This is an optimization exercise on Yosys and OpenROAD, whose aim is a short achievable clock period and few clock cycles, not a production implementation. At most, simulation tests tie the RTL to the original design; equivalence was not proved. The clock port is modelled as an ideal driver, which makes a skipped or thinned clock tree look cheaper than it is; a real chip needs a root buffer or a tree. Power and IR drop assume default switching activity.

== run 1 ==
## procesamiento
module procesamiento#(
		parameter n = 120,
		parameter m = 160,
		parameter AW = 15,
		parameter DW = 12
		)
		(
		clk,
		rst,
		init_procesamiento,
		proc_addr_in,
		proc_data_in,
		color,
		figure,
		done
   );
input clk;
input rst;
input init_procesamiento;
output reg [AW-1:0] proc_addr_in;
input [DW-1:0] proc_data_in;
output reg [1:0] color;
output reg [1:0] figure;
output reg done;
localparam [14:0] IDLE_ADDR = 15'd158;    
reg rst_q;
always @(posedge clk) rst_q <= rst;
reg init_q;                      
reg busy, rdv;
reg s0, s1, sA, s159, s160;      
reg s0go;                        
reg first, fin;
reg [7:0] pc;
reg [5:0] r;                     
reg lastrow, row38;              
reg [14:0] addr_p1;              
reg lo_ones;                     
reg [14:0] an;                   
reg [14:0] q_bm, q_c159, q_an;   
reg [14:0] c159;                 
reg Snz;                         
reg fin7, fin8;                  
wire start = ~busy & init_q;
wire rowend = (s159 & ~Snz) | s160;
wire sel_p1 = s0go | (s0 & start) | s1 | (sA & ~s159);
wire sel_c159 = s159 & Snz;
wire [14:0] inc = {lo_ones ? addr_p1[14:5] + 10'd1 : addr_p1[14:5], addr_p1[4:0] + 5'd1};
always @(posedge clk) init_q <= ~rst & init_procesamiento;
always @(posedge clk) begin
	if (rst_q) proc_addr_in <= IDLE_ADDR;
	else if (sel_p1) proc_addr_in <= addr_p1;
	else if (sel_c159) proc_addr_in <= c159;
	else proc_addr_in <= an;
	q_bm <= an - 15'd159;
	q_c159 <= an + 15'd1;
	q_an <= an + 15'd480;
	if (rowend) begin
		addr_p1 <= q_bm; lo_ones <= &q_bm[4:0];
	end else if (~busy & ~init_q) begin
		addr_p1 <= 15'h7fff; lo_ones <= 1'b1;
	end else begin
		addr_p1 <= inc; lo_ones <= addr_p1[4:0] == 5'd30;
	end
	if (rowend) begin
		an <= row38 ? IDLE_ADDR : q_an;
		c159 <= q_c159;
	end else if (start) begin
		an <= 15'd638;               
	end else if (~busy) begin
		an <= IDLE_ADDR;
		c159 <= 15'd159;             
	end
end
always @(posedge clk) begin
	if (rst_q) begin
		busy <= 0; rdv <= 0;
		s0 <= 1; s1 <= 0; sA <= 0; s159 <= 0; s160 <= 0; s0go <= 0;
		first <= 1; fin <= 0;
		pc <= 0; r <= 0; lastrow <= 0; row38 <= 0;
	end else begin
		if (fin8) busy <= 0;
		if (start) begin busy <= 1; rdv <= 1; end
		if (s0 & (rdv | start)) begin
			if (fin) begin
				rdv <= 0; first <= 1; fin <= 0;
				r <= 0; lastrow <= 0; row38 <= 0;
  ...
==> flow/config.mk <==
export PLATFORM = sky130hd
export DESIGN_NAME = procesamiento
export DESIGN_NICKNAME = procesamiento
export VERILOG_FILES = /design/flow/design.v
export SDC_FILE = /design/flow/constraint.sdc
export NUM_CORES = 4
export LEC_CHECK = 0
export ABC_CLOCK_PERIOD_IN_PS = 1500
export CAP_MARGIN = 20
export CORE_MARGIN = 2
export CORE_UTILIZATION = 60
export PLACE_DENSITY = 0.7
export SETUP_SLACK_MARGIN = 3.5
export SLEW_MARGIN = 20
export TNS_END_PERCENT = 100
==> flow/constraint.sdc <==
create_clock -name core_clock -period 5.0 [get_ports {clk}]
set_input_delay 1.0000 -clock core_clock [delete_from_list [all_inputs] [get_ports {clk}]]
set_output_delay 1.0000 -clock core_clock [all_outputs]
set_load 0.01 [all_outputs]
standard.sh (not shown) runs the stock make flow with config.mk's settings and CLKGATE_MAP_FILE= SYNTH_SCRIPT=/design/flow/synth_recipe.tcl, a recipe that flattens the netlist after the stock synthesis.
==> flow/flow/run.sh <==
#!/bin/bash
# Standard ORFS layout, except that the clock tree is built by flow/cts_hook.tcl
# (a two-level tree of clock inverters: clock port -> 4 inverters -> leaf inverters ->
# flip-flops) in place of TritonCTS. Everything else is the standard.sh.
set -euo pipefail
export PRE_CTS_TCL="$PWD/flow/cts_hook.tcl"
bash standard.sh > "$PWD/standard_flow.log" 2>&1
Other scripts of this flow, unchanged in this note and not shown: flow/flow/cts_hook.tcl
Relative to run 1, the following input files were edited for run 2:
--- a/flow/design.v
+++ b/flow/design.v
@@ -104,32 +104,45 @@
 			fin <= lastrow;
 			r <= r + 6'd1;
 			row38 <= r == 6'd37;
 			lastrow <= row38;
 		end
 	end
 end
-wire p0 = (rdv | start) & s0;
-wire [11:0] d1 = proc_data_in;
+reg [11:0] d1;
+reg f1_p0, f1_first, f1_fin, f1_pa, f1_p159, f1_p160;
+always @(posedge clk) begin
+	d1 <= proc_data_in;
+	f1_first <= first;
+	f1_fin <= fin;
+	if (rst_q) begin
+		f1_p0 <= 0; f1_pa <= 0; f1_p159 <= 0; f1_p160 <= 0;
+	end else begin
+		f1_p0 <= (rdv | start) & s0;
+		f1_pa <= sA;
+		f1_p159 <= s159;
+		f1_p160 <= s160;
+	end
+end
 reg [11:0] t2, Sreg;
 reg nz2, nz157, en2, re2, fin2, clr2;
 wire nz1 = |d1;
-wire en1 = (sA & nz2) | s160 | (p0 & ~first & nz157);
+wire en1 = (f1_pa & nz2) | f1_p160 | (f1_p0 & ~f1_first & nz157);
 always @(posedge clk) begin
 	nz2 <= nz1;
-	t2 <= en1 ? (p0 ? Sreg : d1) : 12'd0;
-	if (p0) begin Sreg <= d1; Snz <= nz1; end
-	if (s159) nz157 <= nz1;
+	t2 <= en1 ? (f1_p0 ? Sreg : d1) : 12'd0;
+	if (f1_p0) begin Sreg <= d1; Snz <= nz1; end
+	if (f1_p159) nz157 <= nz1;
 	if (rst_q) begin
 		en2 <= 0; re2 <= 0; fin2 <= 0; clr2 <= 0;
 	end else begin
 		en2 <= en1;
-		re2 <= p0 & ~first;
-		fin2 <= p0 & fin;
-		clr2 <= p0 & first;
+		re2 <= f1_p0 & ~f1_first;
+		fin2 <= f1_p0 & f1_fin;
+		clr2 <= f1_p0 & f1_first;
 	end
 end
 reg [3:0] R0, R1, R2, G0, G1, G2, B0, B1, B2;
 reg [4:0] R3, G3, B3;
 reg Rk0, Rk1, Rk2, Gk0, Gk1, Gk2, Bk0, Bk1, Bk2;
 reg [7:0] w, wq, wprev;
 reg wvld, wgt;
## What came out
- Fmax | run 2 vs run 1 | run 2 faster
- Diff run 1 -> run 2: sequential share of cell area higher, power per unit of standard cell area increased by about 10% relative to the old numbers.
- The lower starting density of the core came out of run 2.
- Compared with run 1, filler cell count in the final layout in run 2 increased by a few percent.
- Relative to run 1, met2 demand-to-capacity share in global routing has gone down in run 2.
- Maximum ir drop on the vdd rail, run 2 and run 1: smaller value in run 1
- Run 1 has higher final worst-path cycle share than run 2.
- Total iterations of the first detailed-routing run (higher): run 1
- The final reports for run 2 and run 1 show critical path depth lower in the former.
- Run 2 vs run 1, cell area after synthesis went up by about 2.2%.
- Against run 1 as the reference, run 2 delivers a higher power.
- Diff run 1 -> run 2: power consumed by combinational cells went up, worst setup slack picked up an extra 96 ps.
Testbench counts of run 2, summed over its fixed seeds: cycles 615,628.
For run 1, only the layout was checked, not whether the RTL still works. No run of this note takes its clock network from TritonCTS; it comes from the design's own scripts or RTL.

========
run A:
Another version of the RTL of procesamiento (not shown whole).
For scale: ~1300 cells after synthesis.
// procesamiento
module procesamiento#(
		parameter n = 120,
		parameter m = 160,
		parameter AW = 15,
		parameter DW = 12
		)
		(
		clk,
		rst,
		init_procesamiento,
		proc_addr_in,
		proc_data_in,
		color,
		figure,
		done
   );
clock: 5.0 ns
lec_check: 0
abc_clock_period_in_ps: 1500
cap_margin: 20
core_margin: 2
core_utilization: 60
place_density: 0.7
setup_slack_margin: 3.5
slew_margin: 20
tns_end_percent: 100
Scripts as last shown in full above: flow/flow/run.sh
Other scripts of this flow, unchanged in this note and not shown: flow/flow/cts_hook.tcl
--- input diff run A..run R ---
--- a/flow/design.v
+++ b/flow/design.v
@@ -28,82 +28,87 @@
 always @(posedge clk) rst_q <= rst;
 reg init_q;                      
 reg busy, rdv;
 reg s0, s1, sA, s159, s160;      
 reg s0go;                        
 reg first, fin;
 reg [7:0] pc;
-reg [5:0] rn;                    
+reg [5:0] r;                     
+reg lastrow, row38;              
 reg [14:0] addr_p1;              
 reg lo_ones;                     
 reg [14:0] an;                   
-reg [14:0] bm, b0;               
+reg [14:0] q_bm, q_c159, q_an;   
 reg [14:0] c159;                 
 reg Snz;                         
 reg fin7, fin8;                  
 wire start = ~busy & init_q;
-wire lastrow = rn == 6'd0;       
 wire rowend = (s159 & ~Snz) | s160;
-wire sel_bm = s0go | (s0 & start);
-wire sel_p1 = s1 | (sA & ~s159);
+wire sel_p1 = s0go | (s0 & start) | s1 | (sA & ~s159);
 wire sel_c159 = s159 & Snz;
 wire [14:0] inc = {lo_ones ? addr_p1[14:5] + 10'd1 : addr_p1[14:5], addr_p1[4:0] + 5'd1};
-function [14:0] row_tab;
-	input [5:0] k;
-	input integer off;           
-	integer i;
-	begin
-		row_tab = 15'd0;
-		for (i = 0; i < 40; i = i + 1)
-			row_tab = row_tab | ({15{k == i}} & ((480 * i + off + 32768) % 32768));
-	end
-endfunction
 always @(posedge clk) init_q <= ~rst & init_procesamiento;
 always @(posedge clk) begin
-	if (sel_bm) proc_addr_in <= bm;
+	if (rst_q) proc_addr_in <= IDLE_ADDR;
 	else if (sel_p1) proc_addr_in <= addr_p1;
 	else if (sel_c159) proc_addr_in <= c159;
 	else proc_addr_in <= an;
-	addr_p1 <= s0 ? b0 : inc;
-	lo_ones <= s0 ? &b0[4:0] : addr_p1[4:0] == 5'd30;
-	an <= row_tab(rn, 158);
-	bm <= row_tab(rn, -1);
-	b0 <= row_tab(rn, 0);
-	c159 <= lastrow ? 15'd18879 : row_tab(rn, -321);
+	q_bm <= an - 15'd159;
+	q_c159 <= an + 15'd1;
+	q_an <= an + 15'd480;
+	if (rowend) begin
+		addr_p1 <= q_bm; lo_ones <= &q_bm[4:0];
+	end else if (~busy & ~init_q) begin
+		addr_p1 <= 15'h7fff; lo_ones <= 1'b1;
+	end else begin
+		addr_p1 <= inc; lo_ones <= addr_p1[4:0] == 5'd30;
+	end
+	if (rowend) begin
+		an <= row38 ? IDLE_ADDR : q_an;
+		c159 <= q_c159;
+	end else if (start) begin
+		an <= 15'd638;               
+	end else if (~busy) begin
+		an <= IDLE_ADDR;
+		c159 <= 15'd159;             
+	end
 end
 always @(posedge clk) begin
 	if (rst_q) begin
 		busy <= 0; rdv <= 0;
 		s0 <= 1; s1 <= 0; sA <= 0; s159 <= 0; s160 <= 0; s0go <= 0;
 		first <= 1; fin <= 0;
-		pc <= 0; rn <= 0;
+		pc <= 0; r <= 0; lastrow <= 0; row38 <= 0;
 	end else begin
 		if (fin8) busy <= 0;
 		if (start) begin busy <= 1; rdv <= 1; end
 		if (s0 & (rdv | start)) begin
 			if (fin) begin
 				rdv <= 0; first <= 1; fin <= 0;
+				r <= 0; lastrow <= 0; row38 <= 0;
 			end else begin
 				s0 <= 0; s1 <= 1;
 			end
 		end
-		if (sel_bm) rn <= (rn == 6'd39) ? 6'd0 : rn + 6'd1;
 		if (s1) begin
 			s1 <= 0; sA <= 1;
 		end
 		pc <= s1 ? 8'd3 : pc + 8'd1;
 		if (sA & ~s159) s159 <= (pc == 8'd159);
 		if (sel_c159) begin
 			sA <= 0; s159 <= 0; s160 <= 1;
 		end
 		s0go <= rowend & ~lastrow;
 		if (rowend) begin
 			sA <= 0; s159 <= 0; s160 <= 0; s0 <= 1;
 			first <= 0;
 			fin <= lastrow;
+			r <= r + 6'd1;
+			row38 <= r == 6'd37;
+			lastrow <= row38;
 		end
 	end
 end
 reg [11:0] d1;
 reg f1_p0, f1_first, f1_fin, f1_pa, f1_p159, f1_p160;
 always @(posedge clk) begin
 	d1 <= proc_data_in;
[summary]
Total power of run R is higher than that of run A.
Area after synthesis (run R vs. run A) increases by a few percent
Placeable core area delta (run R − run A): unfavourable
For run A, the termination of the worst setup path was an[7]$_DFF_P_, unlike run R, where it was color[0].
In run R, transition time at the pin with the least slew margin is higher than in run A.
Between run A and run R, worst hold slack decreased.
The largest cell class by area comes out multi-input gates in one run and flip-flops and latches in the other, namely in run A and run R respectively.
Number of nets with antenna violations after detailed routing: run A vs run R identical
In the flow results for run R and run A, the wire length is smaller on run R.
Testbench counts of run R, summed over its fixed seeds: cycles 615,628.
Function not checked in run A: the RTL went through the layout flow alone. In every run of this note, the design's own scripts or RTL, not TritonCTS, make the clock network.

## static timing again, ports no longer ideal
Ports are ideal in the flow. The routed layouts listed here were re-timed in OpenROAD.
Step 1 assumes that a clkbuf_16 drives the clock port and a buf_2 every other input.
Step 2 times the ports against the registers' clock, not the clock port: input delays grow and output delays shrink by t, the midpoint of the rising clock arrivals with the driver on.
a / b / c = ideal / step 1 / step 2; a / b = the first two.
run	t (ns)	setup slack, ns	slew at the worst register clock pin (ns)
run 1	0.383	3.296 / 3.165 / 3.092	0.08 / 0.08
run 2	0.384	3.393 / 3.168 / 3.326	0.08 / 0.08
run A	0.379	3.155 / 3.155 / 3.155	0.08 / 0.09
run R	0.384	3.388 / 3.165 / 3.327	0.09 / 0.09
After both steps setup and hold are still met in every run listed. For run 1, which loses most, drivers alone change the setup slack by -0.131 ns; drivers and shift together by -0.204 ns.
